This design comes from an exercise in tuning for small area on the open sky130 flow, not from production work. The RTL of this run was laid out without a check of its function. Power and IR drop assume default switching activity.

===== design/flow/config.mk =====
export PLATFORM = sky130hd
export DESIGN_NAME = Display_Top
export DESIGN_NICKNAME = Display_Top
export VERILOG_FILES = /design/flow/design.v
export SDC_FILE = /design/flow/constraint.sdc
export NUM_CORES = 4
export LEC_CHECK = 0
export CAP_MARGIN = 20
export CORE_MARGIN = 2
export CORE_UTILIZATION = 40
export PLACE_DENSITY = 0.6
export SLEW_MARGIN = 20
export SYNTH_MEMORY_MAX_BITS = 16384

===== design/flow/constraint.sdc =====
create_clock -name core_clock -period 15.0 [get_ports {iClk}]
set_input_delay 3.0000 -clock core_clock [delete_from_list [all_inputs] [get_ports {iClk}]]
set_output_delay 3.0000 -clock core_clock [all_outputs]
set_load 0.01 [all_outputs]

===== design/flow/design.v =====
module Font_Rom (
    input  logic [4:0] g,
    input  logic [3:0] r,
    output logic [7:0] main_row,
    output logic [7:0] text_row
);
    always_comb begin
        case ({g, r})
            9'd3: {text_row, main_row} = 16'h3C00;
            9'd4: {text_row, main_row} = 16'h7E3C;
            9'd5: {text_row, main_row} = 16'hFF42;
            9'd6: {text_row, main_row} = 16'hE742;
            9'd7: {text_row, main_row} = 16'hE742;
            9'd8: {text_row, main_row} = 16'hE742;
            9'd9: {text_row, main_row} = 16'hE742;
            9'd10: {text_row, main_row} = 16'hFF42;
            9'd11: {text_row, main_row} = 16'h7E3C;
            9'd12: {text_row, main_row} = 16'h3C00;
            9'd19: {text_row, main_row} = 16'h0800;
            9'd20: {text_row, main_row} = 16'h1C08;
            9'd21: {text_row, main_row} = 16'h3C18;
            9'd22: {text_row, main_row} = 16'h7C28;
            9'd23: {text_row, main_row} = 16'h3C08;
            9'd24: {text_row, main_row} = 16'h1C08;
            9'd25: {text_row, main_row} = 16'h1C08;
            9'd26: {text_row, main_row} = 16'h3E08;
            9'd27: {text_row, main_row} = 16'h7F3E;
            9'd28: {text_row, main_row} = 16'h3E00;
            9'd35: {text_row, main_row} = 16'h3C00;
            9'd36: {text_row, main_row} = 16'h7E3C;
            9'd37: {text_row, main_row} = 16'hFF42;
            9'd38: {text_row, main_row} = 16'h4F02;
            9'd39: {text_row, main_row} = 16'h3E0C;
            9'd40: {text_row, main_row} = 16'h7C30;
            9'd41: {text_row, main_row} = 16'hF240;
            9'd42: {text_row, main_row} = 16'hFF42;
            9'd43: {text_row, main_row} = 16'hFF7E;
            9'd44: {text_row, main_row} = 16'h7E00;
            9'd51: {text_row, main_row} = 16'h3C00;
            9'd52: {text_row, main_row} = 16'h7E3C;
            9'd53: {text_row, main_row} = 16'hFF42;
            9'd54: {text_row, main_row} = 16'h5F02;
            9'd55: {text_row, main_row} = 16'h3E1C;
            9'd56: {text_row, main_row} = 16'h1F02;
            9'd57: {text_row, main_row} = 16'h4702;
            9'd58: {text_row, main_row} = 16'hFF42;
            9'd59: {text_row, main_row} = 16'h7E3C;
            9'd60: {text_row, main_row} = 16'h3C00;
            9'd67: {text_row, main_row} = 16'h0400;
            9'd68: {text_row, main_row} = 16'h0E04;
            9'd69: {text_row, main_row} = 16'h1E0C;
            9'd70: {text_row, main_row} = 16'h3E14;
            9'd71: {text_row, main_row} = 16'h7E24;
            9'd72: {text_row, main_row} = 16'hFE44;
            9'd73: {text_row, main_row} = 16'hFF7E;
            9'd74: {text_row, main_row} = 16'h7E04;
            9'd75: {text_row, main_row} = 16'h0E04;
            9'd76: {text_row, main_row} = 16'h0400;
            9'd83: {text_row, main_row} = 16'h7E00;
            9'd84: {text_row, main_row} = 16'hFF7E;
            9'd85: {text_row, main_row} = 16'hFE40;
            9'd86: {text_row, main_row} = 16'hFC40;
            9'd87: {text_row, main_row} = 16'hFE7C;
            9'd88: {text_row, main_row} = 16'h7F02;
            9'd89: {text_row, main_row} = 16'h4702;
            9'd90: {text_row, main_row} = 16'hFF42;
            9'd91: {text_row, main_row} = 16'h7E3C;
            9'd92: {text_row, main_row} = 16'h3C00;
            9'd99: {text_row, main_row} = 16'h3C00;
            9'd100: {text_row, main_row} = 16'h7E3C;
            9'd101: {text_row, main_row} = 16'hFC40;
            9'd102: {text_row, main_row} = 16'hFC40;
            9'd103: {text_row, main_row} = 16'hFE7C;
            9'd104: {text_row, main_row} = 16'hFF42;
            9'd105: {text_row, main_row} = 16'hE742;
            9'd106: {text_row, main_row} = 16'hFF42;
            9'd107: {text_row, main_row} = 16'h7E3C;
            9'd108: {text_row, main_row} = 16'h3C00;
            9'd115: {text_row, main_row} = 16'h7E00;
            9'd116: {text_row, main_row} = 16'hFF7E;
            9'd117: {text_row, main_row} = 16'h7F02;
            9'd118: {text_row, main_row} = 16'h0E04;
            9'd119: {text_row, main_row} = 16'h1C08;
            9'd120: {text_row, main_row} = 16'h3810;
            9'd121: {text_row, main_row} = 16'h3810;
            9'd122: {text_row, main_row} = 16'h3810;
            9'd123: {text_row, main_row} = 16'h3810;
            9'd124: {text_row, main_row} = 16'h1000;
            9'd131: {text_row, main_row} = 16'h3C00;
            9'd132: {text_row, main_row} = 16'h7E3C;
            9'd133: {text_row, main_row} = 16'hFF42;
            9'd134: {text_row, main_row} = 16'hFF42;
            9'd135: {text_row, main_row} = 16'h7E3C;
            9'd136: {text_row, main_row} = 16'hFF42;
            9'd137: {text_row, main_row} = 16'hE742;
            9'd138: {text_row, main_row} = 16'hFF42;
            9'd139: {text_row, main_row} = 16'h7E3C;
            9'd140: {text_row, main_row} = 16'h3C00;
            9'd147: {text_row, main_row} = 16'h3C00;
            9'd148: {text_row, main_row} = 16'h7E3C;
            9'd149: {text_row, main_row} = 16'hFF42;
            9'd150: {text_row, main_row} = 16'hFF42;
            9'd151: {text_row, main_row} = 16'h7F3E;
            9'd152: {text_row, main_row} = 16'h3F02;
            9'd153: {text_row, main_row} = 16'h4702;
            9'd154: {text_row, main_row} = 16'hFF42;
            9'd155: {text_row, main_row} = 16'h7E3C;
            9'd156: {text_row, main_row} = 16'h3C00;
            9'd165: {text_row, main_row} = 16'h1800;
            9'd166: {text_row, main_row} = 16'h3C18;
            9'd167: {text_row, main_row} = 16'h3C18;
            9'd168: {text_row, main_row} = 16'h1800;
            9'd169: {text_row, main_row} = 16'h3C18;
            9'd170: {text_row, main_row} = 16'h3C18;
            9'd171: {text_row, main_row} = 16'h1800;
            9'd243: {text_row, main_row} = 16'h3C00;
            9'd244: {text_row, main_row} = 16'h7E3C;
            9'd245: {text_row, main_row} = 16'hFF42;
            9'd246: {text_row, main_row} = 16'h4702;
            9'd247: {text_row, main_row} = 16'h0E04;
            9'd248: {text_row, main_row} = 16'h1C08;
            9'd249: {text_row, main_row} = 16'h0800;
            9'd250: {text_row, main_row} = 16'h0800;
            9'd251: {text_row, main_row} = 16'h1C08;
            9'd252: {text_row, main_row} = 16'h0800;
            9'd259: {text_row, main_row} = 16'h7C00;
            9'd260: {text_row, main_row} = 16'hFE7C;
            9'd261: {text_row, main_row} = 16'hFF42;
            9'd262: {text_row, main_row} = 16'hFF42;
            9'd263: {text_row, main_row} = 16'hFE7C;
            9'd264: {text_row, main_row} = 16'hFC40;
            9'd265: {text_row, main_row} = 16'hE040;
            9'd266: {text_row, main_row} = 16'hE040;
            9'd267: {text_row, main_row} = 16'hE040;
            9'd268: {text_row, main_row} = 16'h4000;
            9'd275: {text_row, main_row} = 16'h4000;
            9'd276: {text_row, main_row} = 16'hE040;
            9'd277: {text_row, main_row} = 16'hE040;
            9'd278: {text_row, main_row} = 16'hE040;
            9'd279: {text_row, main_row} = 16'hE040;
            9'd280: {text_row, main_row} = 16'hE040;
            9'd281: {text_row, main_row} = 16'hE040;
            9'd282: {text_row, main_row} = 16'hFE40;
            9'd283: {text_row, main_row} = 16'hFF7E;
            9'd284: {text_row, main_row} = 16'h7E00;
            9'd291: {text_row, main_row} = 16'h1800;
            9'd292: {text_row, main_row} = 16'h3C18;
            9'd293: {text_row, main_row} = 16'h7E24;
            9'd294: {text_row, main_row} = 16'hE742;
            9'd295: {text_row, main_row} = 16'hFF42;
            9'd296: {text_row, main_row} = 16'hFF7E;
            9'd297: {text_row, main_row} = 16'hFF42;
            9'd298: {text_row, main_row} = 16'hE742;
            9'd299: {text_row, main_row} = 16'hE742;
            9'd300: {text_row, main_row} = 16'h4200;
            9'd307: {text_row, main_row} = 16'h8200;
            9'd308: {text_row, main_row} = 16'hC782;
            9'd309: {text_row, main_row} = 16'hEE44;
            9'd310: {text_row, main_row} = 16'h7C28;
            9'd311: {text_row, main_row} = 16'h3810;
            9'd312: {text_row, main_row} = 16'h3810;
            9'd313: {text_row, main_row} = 16'h3810;
            9'd314: {text_row, main_row} = 16'h3810;
            9'd315: {text_row, main_row} = 16'h3810;
            9'd316: {text_row, main_row} = 16'h1000;
            9'd323: {text_row, main_row} = 16'h7E00;
            9'd324: {text_row, main_row} = 16'hFF7E;
            9'd325: {text_row, main_row} = 16'hFE40;
            9'd326: {text_row, main_row} = 16'hFC40;
            9'd327: {text_row, main_row} = 16'hFE7C;
            9'd328: {text_row, main_row} = 16'hFC40;
            9'd329: {text_row, main_row} = 16'hE040;
            9'd330: {text_row, main_row} = 16'hFE40;
            9'd331: {text_row, main_row} = 16'hFF7E;
            9'd332: {text_row, main_row} = 16'h7E00;
            9'd339: {text_row, main_row} = 16'h7C00;
            9'd340: {text_row, main_row} = 16'hFE7C;
            9'd341: {text_row, main_row} = 16'hFF42;
            9'd342: {text_row, main_row} = 16'hFF42;
            9'd343: {text_row, main_row} = 16'hFE7C;
            9'd344: {text_row, main_row} = 16'hFE44;
            9'd345: {text_row, main_row} = 16'hE742;
            9'd346: {text_row, main_row} = 16'hE742;
            9'd347: {text_row, main_row} = 16'hE742;
            9'd348: {text_row, main_row} = 16'h4200;
            9'd355: {text_row, main_row} = 16'h7E00;
            9'd356: {text_row, main_row} = 16'hFF7E;
            9'd357: {text_row, main_row} = 16'h7E18;
            9'd358: {text_row, main_row} = 16'h3C18;
            9'd359: {text_row, main_row} = 16'h3C18;
            9'd360: {text_row, main_row} = 16'h3C18;
            9'd361: {text_row, main_row} = 16'h3C18;
            9'd362: {text_row, main_row} = 16'h3C18;
            9'd363: {text_row, main_row} = 16'h3C18;
            9'd364: {text_row, main_row} = 16'h1800;
            9'd371: {text_row, main_row} = 16'h4200;
            9'd372: {text_row, main_row} = 16'hE742;
            9'd373: {text_row, main_row} = 16'hE742;
            9'd374: {text_row, main_row} = 16'hE742;
            9'd375: {text_row, main_row} = 16'hE742;
            9'd376: {text_row, main_row} = 16'hE742;
            9'd377: {text_row, main_row} = 16'hE742;
            9'd378: {text_row, main_row} = 16'hFF42;
            9'd379: {text_row, main_row} = 16'h7E3C;
            9'd380: {text_row, main_row} = 16'h3C00;
            9'd387: {text_row, main_row} = 16'h4200;
            9'd388: {text_row, main_row} = 16'hE742;
            9'd389: {text_row, main_row} = 16'hF762;
            9'd390: {text_row, main_row} = 16'hFF52;
            9'd391: {text_row, main_row} = 16'hFF4A;
            9'd392: {text_row, main_row} = 16'hEF46;
            9'd393: {text_row, main_row} = 16'hE742;
            9'd394: {text_row, main_row} = 16'hE742;
            9'd395: {text_row, main_row} = 16'hE742;
            9'd396: {text_row, main_row} = 16'h4200;
            9'd403: {text_row, main_row} = 16'h3C00;
            9'd404: {text_row, main_row} = 16'h7E3C;
            9'd405: {text_row, main_row} = 16'hFF42;
            9'd406: {text_row, main_row} = 16'hFE40;
            9'd407: {text_row, main_row} = 16'h7E3C;
            9'd408: {text_row, main_row} = 16'h7F02;
            9'd409: {text_row, main_row} = 16'hE742;
            9'd410: {text_row, main_row} = 16'hFF42;
            9'd411: {text_row, main_row} = 16'h7E3C;
            9'd412: {text_row, main_row} = 16'h3C00;
            9'd419: {text_row, main_row} = 16'h3C00;
            9'd420: {text_row, main_row} = 16'h7E3C;
            9'd421: {text_row, main_row} = 16'hFF42;
            9'd422: {text_row, main_row} = 16'hE240;
            9'd423: {text_row, main_row} = 16'hEE40;
            9'd424: {text_row, main_row} = 16'hFF4E;
            9'd425: {text_row, main_row} = 16'hEF42;
            9'd426: {text_row, main_row} = 16'hFF42;
            9'd427: {text_row, main_row} = 16'h7E3C;
            9'd428: {text_row, main_row} = 16'h3C00;
            9'd435: {text_row, main_row} = 16'h4200;
            9'd436: {text_row, main_row} = 16'hE742;
            9'd437: {text_row, main_row} = 16'hFF66;
            9'd438: {text_row, main_row} = 16'hFF5A;
            9'd439: {text_row, main_row} = 16'hFF42;
            9'd440: {text_row, main_row} = 16'hE742;
            9'd441: {text_row, main_row} = 16'hE742;
            9'd442: {text_row, main_row} = 16'hE742;
            9'd443: {text_row, main_row} = 16'hE742;
            9'd444: {text_row, main_row} = 16'h4200;
            9'd451: {text_row, main_row} = 16'h7800;
            9'd452: {text_row, main_row} = 16'hFC78;
            9'd453: {text_row, main_row} = 16'hFE44;
            9'd454: {text_row, main_row} = 16'hE742;
            9'd455: {text_row, main_row} = 16'hE742;
            9'd456: {text_row, main_row} = 16'hE742;
            9'd457: {text_row, main_row} = 16'hE742;
            9'd458: {text_row, main_row} = 16'hFE44;
            9'd459: {text_row, main_row} = 16'hFC78;
            9'd460: {text_row, main_row} = 16'h7800;
            9'd467: {text_row, main_row} = 16'h3C00;
            9'd468: {text_row, main_row} = 16'h7E3C;
            9'd469: {text_row, main_row} = 16'h3C18;
            9'd470: {text_row, main_row} = 16'h3C18;
            9'd471: {text_row, main_row} = 16'h3C18;
            9'd472: {text_row, main_row} = 16'h3C18;
            9'd473: {text_row, main_row} = 16'h3C18;
            9'd474: {text_row, main_row} = 16'h3C18;
            9'd475: {text_row, main_row} = 16'h7E3C;
            9'd476: {text_row, main_row} = 16'h3C00;
            9'd483: {text_row, main_row} = 16'h3C00;
            9'd484: {text_row, main_row} = 16'h7E3C;
            9'd485: {text_row, main_row} = 16'hFF42;
            9'd486: {text_row, main_row} = 16'hE742;
            9'd487: {text_row, main_row} = 16'hE742;
            9'd488: {text_row, main_row} = 16'hE742;
            9'd489: {text_row, main_row} = 16'hE742;
            9'd490: {text_row, main_row} = 16'hFF42;
            9'd491: {text_row, main_row} = 16'h7E3C;
            9'd492: {text_row, main_row} = 16'h3C00;
            9'd499: {text_row, main_row} = 16'h4200;
            9'd500: {text_row, main_row} = 16'hE742;
            9'd501: {text_row, main_row} = 16'hE742;
            9'd502: {text_row, main_row} = 16'hE742;
            9'd503: {text_row, main_row} = 16'hE742;
            9'd504: {text_row, main_row} = 16'hE742;
            9'd505: {text_row, main_row} = 16'h7E24;
            9'd506: {text_row, main_row} = 16'h7E24;
            9'd507: {text_row, main_row} = 16'h3C18;
            9'd508: {text_row, main_row} = 16'h1800;
            default: {text_row, main_row} = 16'h0000;
        endcase
    end
endmodule
`timescale 1ns / 1ps
module Text_Display (
    input  logic [9:0] x,
    input  logic [9:0] y,
    input  logic [3:0] min10, min1,
    input  logic [3:0] sec10, sec1,
    input  logic [2:0] state,
    input  logic       wait_p1,
    input  logic       wait_p2,
    input  logic [1:0] score_p1,
    input  logic [1:0] score_p2,
    output logic       is_text,    
    output logic       is_main     
);
    localparam logic [4:0] G_COL = 5'd10, G_SP = 5'd11, G_Q = 5'd15;
    localparam logic [4:0] G_P = 5'd16, G_L = 5'd17, G_A = 5'd18, G_Y = 5'd19,
                           G_E = 5'd20, G_R = 5'd21, G_T = 5'd22, G_U = 5'd23,
                           G_N = 5'd24, G_S = 5'd25, G_G = 5'd26, G_M = 5'd27,
                           G_D = 5'd28, G_I = 5'd29, G_O = 5'd30, G_V = 5'd31;
    wire row1 = (y[9:5] == 5'd1);
    wire row2 = (y[9:5] == 5'd2);
    wire [6:0] xs = x[9:3];   
    wire in_score  = row1 && (x >= 10'd200) && (x < 10'd280);
    wire in_timer  = row1 && (x[9:4] >= 6'd20) && (x[9:4] < 6'd25);
    wire in_player = row1 && (x[9:4] >= 6'd26) && (x[9:4] < 6'd39);
    wire in_state  = row2 && (x[9:4] >= 6'd20) && (x[9:4] < 6'd31);
    wire [6:0] sx = x[9:3] - 7'd25;           
    wire [2:0] score_cell = sx[3:1];
    wire [3:0] ccell = x[7:4] - 4'd4;          
    wire [3:0] pcell = x[7:4] - 4'd10;        
    logic [4:0] g;
    always_comb begin
        g = G_SP;
        if (in_score) begin
            case (score_cell)
                3'd0: g = {3'b000, score_p1};
                3'd2: g = G_COL;
                3'd4: g = {3'b000, score_p2};
                default: g = G_SP;
            endcase
        end else if (in_timer) begin
            case (ccell[2:0])
                3'd0: g = {1'b0, min10};
                3'd1: g = {1'b0, min1};
                3'd2: g = G_COL;
                3'd3: g = {1'b0, sec10};
                default: g = {1'b0, sec1};
            endcase
        end else if (in_player) begin
            case (pcell)
                4'd0: g = G_P;  4'd1: g = G_L;  4'd2: g = G_A;  4'd3: g = G_Y;
                4'd4: g = G_E;  4'd5: g = G_R;
                4'd7: g = wait_p1 ? 5'd1 : wait_p2 ? 5'd2 : G_SP;
                4'd9: g = G_T;  4'd10: g = G_U; 4'd11: g = G_R; 4'd12: g = G_N;
                default: g = G_SP;
            endcase
        end else if (in_state) begin
            case (state)
                3'd0: case (ccell)   
                    4'd0: g = G_S; 4'd1: g = G_T; 4'd2: g = G_A; 4'd3: g = G_R; 4'd4: g = G_T;
                    4'd6: g = G_G; 4'd7: g = G_A; 4'd8: g = G_M; 4'd9: g = G_E; 4'd10: g = G_Q;
                    default: g = G_SP;
                endcase
                3'd1: case (ccell)   
                    4'd0: g = G_R; 4'd1: g = G_E; 4'd2: g = G_A; 4'd3: g = G_D; 4'd4: g = G_Y;
                    4'd5: g = G_Q;
                    default: g = G_SP;
                endcase
                3'd2: case (ccell)   
                    4'd0: g = G_R; 4'd1: g = G_U; 4'd2: g = G_N; 4'd3: g = G_N; 4'd4: g = G_I;
                    4'd5: g = G_N; 4'd6: g = G_G;
                    default: g = G_SP;
                endcase
                3'd3: case (ccell)   
                    4'd0: g = G_P; 4'd1: g = G_A; 4'd2: g = G_U; 4'd3: g = G_S; 4'd4: g = G_E;
                    default: g = G_SP;
                endcase
                3'd4: case (ccell)   
                    4'd0: g = G_T; 4'd1: g = G_I; 4'd2: g = G_M; 4'd3: g = G_E;
                    4'd5: g = G_O; 4'd6: g = G_V; 4'd7: g = G_E; 4'd8: g = G_R;
                    default: g = G_SP;
                endcase
                3'd5: case (ccell)   
                    4'd0: g = G_G; 4'd1: g = G_A; 4'd2: g = G_M; 4'd3: g = G_E;
                    4'd5: g = G_E; 4'd6: g = G_N; 4'd7: g = G_D;
                    default: g = G_SP;
                endcase
                3'd6: case (ccell)   
                    4'd0: g = G_R; 4'd1: g = G_E; 4'd2: g = G_S; 4'd3: g = G_T;
                    4'd4: g = G_A; 4'd5: g = G_R; 4'd6: g = G_T;
                    default: g = G_SP;
                endcase
                default: g = G_SP;
            endcase
        end
    end
    wire [2:0] col = x[3:1] ^ {in_score, 2'b00};
    logic [7:0] main_row, text_row;
    Font_Rom U_FONT (.g(g), .r(y[4:1]), .main_row(main_row), .text_row(text_row));
    assign is_main = main_row[3'd7 - col];
    assign is_text = text_row[3'd7 - col];
endmodule
`timescale 1ns / 1ps
module Game_Piece_Display (
    input  logic       iClk,
    input  logic       iRst,
    input  logic [9:0] iX,
    input  logic [9:0] iY,
    input  logic [5:0] iP1_Pos,
    input  logic [5:0] iP2_Pos,
    output logic       oIs_P1,
    output logic       oIs_P2
);
    logic [5:0] speed_cnt;
    wire move_tick = (speed_cnt == 6'd51);
    always_ff @(posedge iClk) begin
        if (iRst) speed_cnt <= 6'd0;
        else      speed_cnt <= move_tick ? 6'd1 : speed_cnt + 6'd1;
    end
    logic [9:0] p1_x, p1_y, p2_x, p2_y;
    Piece_Motion_Ctrl U_P1_MOTION (
        .iClk(iClk), .iRst(iRst), .iTick(move_tick), .iTarget_Pos(iP1_Pos),
        .oDraw_X(p1_x), .oDraw_Y(p1_y)
    );
    Piece_Motion_Ctrl U_P2_MOTION (
        .iClk(iClk), .iRst(iRst), .iTick(move_tick), .iTarget_Pos(iP2_Pos),
        .oDraw_X(p2_x), .oDraw_Y(p2_y)
    );
    wire [10:0] dx = {1'b0, p1_x} - {1'b0, p2_x};
    wire [10:0] dy = {1'b0, p1_y} - {1'b0, p2_y};
    wire near_x = ($signed(dx) < 11'sd5) && ($signed(dx) > -11'sd5);
    wire near_y = ($signed(dy) < 11'sd5) && ($signed(dy) > -11'sd5);
    wire close = near_x && near_y;
    wire [9:0] cX1 = close ? p1_x - 10'd8 : p1_x;
    wire [9:0] cY1 = close ? p1_y - 10'd8 : p1_y;
    wire [9:0] cX2 = close ? p2_x + 10'd8 : p2_x;
    wire [9:0] cY2 = close ? p2_y + 10'd8 : p2_y;
    function automatic logic hit(input logic [9:0] v, input logic [9:0] c);
        logic [10:0] d;
        d = {1'b0, v} - {1'b0, c} + 11'd10;
        hit = (c >= 10'd10) && (d <= 11'd20);
    endfunction
    assign oIs_P1 = hit(iX, cX1) && hit(iY, cY1);
    assign oIs_P2 = hit(iX, cX2) && hit(iY, cY2);
endmodule
module Piece_Motion_Ctrl (
    input  logic       iClk,
    input  logic       iRst,
    input  logic       iTick,
    input  logic [5:0] iTarget_Pos,
    output logic [9:0] oDraw_X,
    output logic [9:0] oDraw_Y
);
    function automatic logic [19:0] get_coord(input logic [5:0] pos);
        logic [9:0] x, y;
        case (pos)
            6'd0:    {x, y} = {10'd88, 10'd220};
            6'd1:    {x, y} = {10'd88, 10'd264};
            6'd2:    {x, y} = {10'd88, 10'd308};
            6'd3:    {x, y} = {10'd88, 10'd352};
            6'd4:    {x, y} = {10'd88, 10'd396};
            6'd5:    {x, y} = {10'd88, 10'd440};
            6'd6:    {x, y} = {10'd132, 10'd440};
            6'd7:    {x, y} = {10'd177, 10'd440};
            6'd8:    {x, y} = {10'd177, 10'd396};
            6'd9:    {x, y} = {10'd177, 10'd352};
            6'd10:   {x, y} = {10'd177, 10'd308};
            6'd11:   {x, y} = {10'd177, 10'd264};
            6'd12:   {x, y} = {10'd177, 10'd220};
            6'd13:   {x, y} = {10'd222, 10'd220};
            6'd14:   {x, y} = {10'd267, 10'd220};
            6'd15:   {x, y} = {10'd267, 10'd264};
            6'd16:   {x, y} = {10'd267, 10'd308};
            6'd17:   {x, y} = {10'd267, 10'd352};
            6'd18:   {x, y} = {10'd267, 10'd396};
            6'd19:   {x, y} = {10'd267, 10'd440};
            6'd20:   {x, y} = {10'd312, 10'd440};
            6'd21:   {x, y} = {10'd358, 10'd440};
            6'd22:   {x, y} = {10'd358, 10'd396};
            6'd23:   {x, y} = {10'd358, 10'd352};
            6'd24:   {x, y} = {10'd358, 10'd308};
            6'd25:   {x, y} = {10'd358, 10'd264};
            6'd26:   {x, y} = {10'd358, 10'd220};
            6'd27:   {x, y} = {10'd403, 10'd220};
            6'd28:   {x, y} = {10'd449, 10'd220};
            6'd29:   {x, y} = {10'd449, 10'd264};
            6'd30:   {x, y} = {10'd449, 10'd308};
            6'd31:   {x, y} = {10'd449, 10'd352};
            6'd32:   {x, y} = {10'd449, 10'd396};
            6'd33:   {x, y} = {10'd449, 10'd440};
            6'd34:   {x, y} = {10'd493, 10'd440};
            6'd35:   {x, y} = {10'd539, 10'd440};
            6'd36:   {x, y} = {10'd539, 10'd396};
            6'd37:   {x, y} = {10'd539, 10'd352};
            6'd38:   {x, y} = {10'd539, 10'd308};
            6'd39:   {x, y} = {10'd539, 10'd264};
            6'd40:   {x, y} = {10'd539, 10'd220};
            default: {x, y} = {10'd0, 10'd0};
        endcase
        get_coord = {x, y};
    endfunction
    function automatic logic is_special_move(input logic [5:0] from, input logic [5:0] to);
        is_special_move = (from == 6'd3 && to == 6'd10) || (from == 6'd8 && to == 6'd17) ||
                          (from == 6'd23 && to == 6'd30) || (from == 6'd11 && to == 6'd0) ||
                          (from == 6'd35 && to == 6'd32) || (from == 6'd26 && to == 6'd14);
    endfunction
    localparam logic [1:0] IDLE = 2'd0, CALC_NEXT = 2'd1, SLIDING = 2'd2;
    logic [1:0] state;
    logic [5:0] curr_pos;
    logic [9:0] curr_x, curr_y;
    assign oDraw_X = curr_x;
    assign oDraw_Y = curr_y;
    logic [9:0] dest_x, dest_y;
    assign {dest_x, dest_y} = get_coord(curr_pos);
    wire [10:0] ddx = {1'b0, curr_x} - {1'b0, dest_x};
    wire [10:0] ddy = {1'b0, curr_y} - {1'b0, dest_y};
    wire x_lt = ddx[10];
    wire x_gt = !ddx[10] && (ddx != 11'd0);
    wire y_lt = ddy[10];
    wire y_gt = !ddy[10] && (ddy != 11'd0);
    wire x_near = (ddx == 11'd0) || (ddx == 11'd1) || (ddx == 11'h7FF);
    wire y_near = (ddy == 11'd0) || (ddy == 11'd1) || (ddy == 11'h7FF);
    wire at_target = (curr_pos == iTarget_Pos);
    always_ff @(posedge iClk) begin
        if (iRst) begin
            state    <= IDLE;
            curr_pos <= 6'd0;
            curr_x   <= 10'd88;
            curr_y   <= 10'd220;
        end else begin
            case (state)
                IDLE: if (!at_target) state <= CALC_NEXT;
                CALC_NEXT: begin
                    if (is_special_move(curr_pos, iTarget_Pos)) curr_pos <= iTarget_Pos;
                    else if (curr_pos < iTarget_Pos)             curr_pos <= curr_pos + 6'd1;
                    else if (curr_pos > iTarget_Pos)             curr_pos <= curr_pos - 6'd1;
                    state <= SLIDING;
                end
                SLIDING: if (iTick) begin
                    if (x_near && y_near) begin
                        curr_x <= dest_x;
                        curr_y <= dest_y;
                        state  <= at_target ? IDLE : CALC_NEXT;
                    end else begin
                        if (x_lt) curr_x <= curr_x + 10'd1;
                        else if (x_gt) curr_x <= curr_x - 10'd1;
                        if (y_lt) curr_y <= curr_y + 10'd1;
                        else if (y_gt) curr_y <= curr_y - 10'd1;
                    end
                end
                default: ;
            endcase
        end
    end
endmodule
`timescale 1ns / 1ps
module Display_Top (
    input  logic       iClk,
    input  logic       iRst,
    input  logic [9:0] iX_Pixel,
    input  logic [9:0] iY_Pixel,
    input  logic       iDE,
    input  logic [3:0] iCam_R,
    input  logic [3:0] iCam_G,
    input  logic [3:0] iCam_B,
    input  logic       iIs_Cam_Region,
    input  logic [11:0] iBg_RGB,
    input  logic [5:0] iP1_Pos,
    input  logic [5:0] iP2_Pos,
    input  logic [3:0] iMin10,
    input  logic [3:0] iMin1,
    input  logic [3:0] iSec10,
    input  logic [3:0] iSec1,
    input  logic [2:0] iGame_State,
    input  logic       iWait_P1,
    input  logic       iWait_P2,
    input  logic [1:0] score_p1,
    input  logic [1:0] score_p2,
    output logic [3:0] oFinal_R,
    output logic [3:0] oFinal_G,
    output logic [3:0] oFinal_B
);
    logic is_text, is_main;
    Text_Display U_TEXT (
        .x       (iX_Pixel),
        .y       (iY_Pixel),
        .min10   (iMin10),
        .min1    (iMin1),
        .sec10   (iSec10),
        .sec1    (iSec1),
        .state   (iGame_State),
        .wait_p1 (iWait_P1),
        .wait_p2 (iWait_P2),
        .score_p1(score_p1),
        .score_p2(score_p2),
        .is_text (is_text),
        .is_main (is_main)
    );
    logic is_p1, is_p2;
    Game_Piece_Display U_PIECE (
        .iClk   (iClk),
        .iRst   (iRst),
        .iX     (iX_Pixel),
        .iY     (iY_Pixel),
        .iP1_Pos(iP1_Pos),
        .iP2_Pos(iP2_Pos),
        .oIs_P1 (is_p1),
        .oIs_P2 (is_p2)
    );
    always_comb begin
        if (!iDE)                 {oFinal_R, oFinal_G, oFinal_B} = 12'h000;
        else if (is_text)         {oFinal_R, oFinal_G, oFinal_B} = is_main ? 12'hfff : 12'h000;
        else if (is_p1)           {oFinal_R, oFinal_G, oFinal_B} = 12'hf00;
        else if (is_p2)           {oFinal_R, oFinal_G, oFinal_B} = 12'h00f;
        else if (iIs_Cam_Region)  {oFinal_R, oFinal_G, oFinal_B} = {iCam_R, iCam_G, iCam_B};
        else                      {oFinal_R, oFinal_G, oFinal_B} = iBg_RGB;
    end
endmodule

===== design/flow/run.sh =====
#!/bin/bash
# synth_recipe.tcl (not shown) runs the flow's synth.tcl, then flattens the netlist and writes it again
# the make line also repeats each setting of config.mk as NAME=value (left out here)
make -C /OpenROAD-flow-scripts/flow DESIGN_CONFIG=/design/flow/config.mk WORK_HOME=/design/flow/orfs CLKGATE_MAP_FILE= SYNTH_SCRIPT=/design/flow/synth_recipe.tcl finish

==> run summary <==
-- metal layers --
metal,share of wire,track usage
met5,0,0
met4,0.037,0.09138
met3,0.072,0.02867
met2,0.46,0.4247
met1,0.43,0.3281
-- path summary, 6_finish.rpt --
kind / endpoint / slack, ps / cells past startpoint
setup / recovery: oFinal_B[3] / 2010 / 18
hold / removal: U_PIECE.speed_cnt[0] / 470 / 1
setup reg to reg: flip-flop / 9740 / 19
hold reg to reg: U_PIECE.speed_cnt[0] / 470 / 1
-- placed cells by master (no fill, tap or decap), drive strengths merged, types with 18 or more instances in the layout --
cell type,netlist,layout
buf,68,27
nor3,79,79
o31ai,19,19
nor2b,38,38
clkdlybuf4s50,0,95
inv,232,232
nor4,18,18
mux2i,62,62
a31oi,28,28
o21a,21,21
nand3,74,74
ha,232,232
o211ai,50,50
xor2,35,35
nor2,222,222
dfxtp,96,96
o21bai,43,43
nand2,211,211
o21ai,154,154
a21oi,244,244
a21o,40,40
and3,22,22
xnor2,90,90
o22ai,30,30
nand2b,19,19
a211oi,38,38
or3,26,26
nand4,24,24
-- power by group through the flow --
stage / clock (mW) / sequential [mW] / combinational [mW]
6_report: 0.265 / 0.304 / 1.02
5_1_grt: 0.280 / 0.308 / 1.15
4_1_cts: 0.271 / 0.304 / 1.00
3_5_place_dp: 0 / 0.310 / 0.995
3_3_place_gp: 0 / 0.309 / 0.978
2_1_floorplan: 0 / 0.300 / 0.789
-- final cells by class --
cell class / instances / area share
Inverter: 236 / 0.04445
Tap cell: 600 / 0.03767
Sequential cell: 96 / 0.09643
Clock inverter: 4 / 0.004771
Clock buffer: 10 / 0.01149
Timing Repair Buffer: 122 / 0.05776
Multi-Input combinational cell: 2125 / 0.7474
-- kinds of logic after synthesis --
family,count (synthesis),synth area share
compound gates,852,0.3092
xor+xnor,125,0.06008
fa+ha+maj,248,0.1757
buf+inv,376,0.08504
flops,96,0.1048
mux,80,0.04631
simple gates,820,0.2189
-- metrics by stage --
stage	worst slack [ps]	total power, mW	utilization	instances	hold slack (ps)
after floorplan	5303	1.089	-	2597	436.7
after CTS	1935	1.579	0.4399	3193	484.3
after global routing	1555	1.735	0.4401	3193	507.2
after global placement	2280	1.287	0.4327	3179	450.6
final	2006	1.584	0.4401	3193	473.2
after detailed placement	1937	1.306	0.4327	3179	474.8
==> out/qor_table.md <==
| Item | Reported | Unit |
|:---|:---|:---|
| Setup Viol. Count Final | 0 | - |
| Worst hold path type | reg2reg | - |
| Total clock sinks | 96 | - |
| Area of the multi-input gates | 14900 | um2 |
| Clock Tree Buf Depth | 2 | - |
| Num CTS Buffers | 9 | - |
| Total via count in the routed design | 19.80k | - |
| Count of pins over their slew limit | 0 | - |
| Floorplan Core Area | 45280 | um2 |
| Launch point of the critical path | iX_Pixel[5] | - |
| Power per standard cell area | 79.49 | nW/um2 |
| Crit share post-route | 0.8663 | - |
| Number of design rule violations left after detail routing | 0 | - |
| Worst-case vdd ir drop | 0.05643 | mV |
| Data arrival time of the critical path | 9990 | ps |
| Required time worst endpoint | 12000 | ps |
| Fraction of synthesized cell area taken by the top area cell type | 0.1582 | - |
| Type of origin of the critical path | input pin | - |
| Initial antenna violation count | 0 | - |
| Horizontal die dimension | 218.2 | um |
| Most frequently used cell type in the post-synthesis netlist | sky130_fd_sc_hd__a21oi_1 | - |
| Flip-flop cell with the highest count after synthesis | sky130_fd_sc_hd__dfxtp_1 | - |
| Post-CTS clock slew at the launch and capture registers of the worst setup and hold paths | 60 | ps |
| Proportion of power drawn by combinational gates | 0.641 | - |
| Flip-flop and latch area | 1922 | um2 |
| Max frequency | 0.07696 | GHz |
| List of cells traversed by the critical path | clkdlybuf4s50_1 > inv_1 > ha_1 > nand2_1 > a311o_1 > o211ai_1 > mux2i_1 > a21o_1 > buf_4 > nand2_1 > o221ai_1 > o21ai_0 > or4_1 > a32oi_1 > o22a_1 > o21a_2 > a21boi_0 > clkdlybuf4s50_1 | - |
| Clock power frac | 0.167 | - |
| Sequential-to-total area share from yosys stat | 0.1048 | - |
| Static leakage power | 8.431 | nW |
| Number of design-rule violations left by the first detailed-router iteration | 2026 | - |
| Placer's final routability congestion estimate | 0.9756 | - |
| Maximum Capacitance Violations | 0 | - |
| Final Hold Violating Endpoints | 0 | - |
| Sum of negative setup slack | 0 | ps |
| Power spent charging and discharging nets | 0.7050 | mW |
| EDFF count, synth | 0 | - |
| Row count | 78 | - |
| Fraction of power spent switching nets | 0.4450 | - |
| Number of antenna-violating nets in the routed design | 0 | - |
| Ranking of synthesized cells by instance count | sky130_fd_sc_hd__a21oi_1, sky130_fd_sc_hd__ha_1, sky130_fd_sc_hd__inv_1 | - |
| Synthesized Nets | 2930 | - |
| Measured slew at the worst slew-check pin | 1083 | ps |
| #FFs+latches synth | 96 | - |
| Part of the power in registers | 0.192 | - |
| Delay-heaviest family, CP | compound AO/OA/AOI/OAI gates | - |
| Final routed wire length divided by cell count | 19.12 | um |
| Synth area leaders | sky130_fd_sc_hd__ha_1, sky130_fd_sc_hd__dfxtp_1, sky130_fd_sc_hd__a21oi_1, sky130_fd_sc_hd__inv_1, sky130_fd_sc_hd__nor2_1 | - |
| Count of mapped cells out of synthesis | 2597 | - |
| Internal Dissipation | 0.8793 | mW |
| Synth Cell Area | 18350 | um2 |
| Fill count | 4690 | - |
| Post-CTS Setup Bufs | 0 | - |
| Clock H-tree levels | 3 | - |
| Tmin final | 12990 | ps |
| Port Buf Inserts | 96 | - |
| Crit Path Category | in2out | - |
| Total gr overflow | 0 | - |
| Layout Cell Area excl Fill | 19930 | um2 |
| Maximum cell stage delay along the critical path | 920 | ps |
| Clock tree from TritonCTS | yes | - |
| Number of distinct library cells after synthesis | 104 | - |
| Crit Reg-Reg Startpoint | U_PIECE.U_P2_MOTION.curr_pos[1] | - |
| I/O pin count | 97 | - |
| Clock latency reported for the late side of the worst-skew pair | 370 | ps |
| Largest driver fanout on the critical path | 32 | - |
| Post-layout nets | 2923 | - |
| Endpoint kind of the worst setup timing path | output pin | - |
| Vias in the first global route | 18.77k | - |
| Synth area leader | sky130_fd_sc_hd__ha_1 | - |
| Via count normalized by instance count | 6.202 | - |
| GRT Total Usage | 0.2512 | - |
| Async SR Flop Fraction | 0 | - |
| Die extent in y | 218.2 | um |
| P&R area growth vs syn | 8.634 | % |
| Pre-antenna DRT Iters | 8 | - |
| CTS Root Cell | sky130_fd_sc_hd__clkbuf_16 | - |
| Slew margin rel. | 0.2781 | - |
| Number of warning messages in the yosys log | 5 | - |
| Estimated wirelength of the detail-placed design | 46520 | um |
| Mean instance size in the synthesized netlist | 7.064 | um2 |
| Run status | complete, no violations | - |
| Setup Skew | 9.695 | ps |
| Hold bufs inserted after CTS | 0 | - |
| Share of post-route cells with drive strength above 1 | 0.04011 | - |
| Pin count of the biggest net entering global routing | 50 | - |
| Global-route wire length before repair | 98690 | um |
| Number of buffers and inverters on the critical path | 4 | - |
| Effective utilization at floorplan | 0.4051 | - |
| Setup repair after global routing missed its margin | false | - |
| Total die area | 47600 | um2 |
| Antenna diode instance count | 0 | - |
| Post-detailed-routing wire length | 61050 | um |
| Placed standard-cell area | 19600 | um2 |
| CTS-repair resized insts | 0 | - |
| Critical path's slowest cell | sky130_fd_sc_hd__ha_1 | - |
| Start point of the worst min-delay path | U_PIECE.speed_cnt[0] | - |

## separate check: timing with driven ports
No port has a modelled driver above. Below, the same layout with a new extraction and two added sets of constraints.
Step 1, drivers: a clkbuf_16 drives iClk and a buf_2 each remaining input, both assumed.
Step 2 times the ports against the registers' clock, not the clock port: input delays grow and output delays shrink by t, the midpoint of the rising clock arrivals with the driver on.
Slacks: ideal ports / drivers / drivers and shift; pairs: ideal ports / drivers.
t, ns: 0.410
setup slack, ns: 2.006 / 1.977 / 1.977
hold WS [ns]: 0.473 / 0.473 / 0.473
clock arrival spread, ns: 0.012 / 0.011
worst slew at a driven data input, ns: 0.06
After both steps setup and hold are still met in this run. The setup slack of this run moves by -0.029 ns with the drivers and by -0.029 ns with both steps.
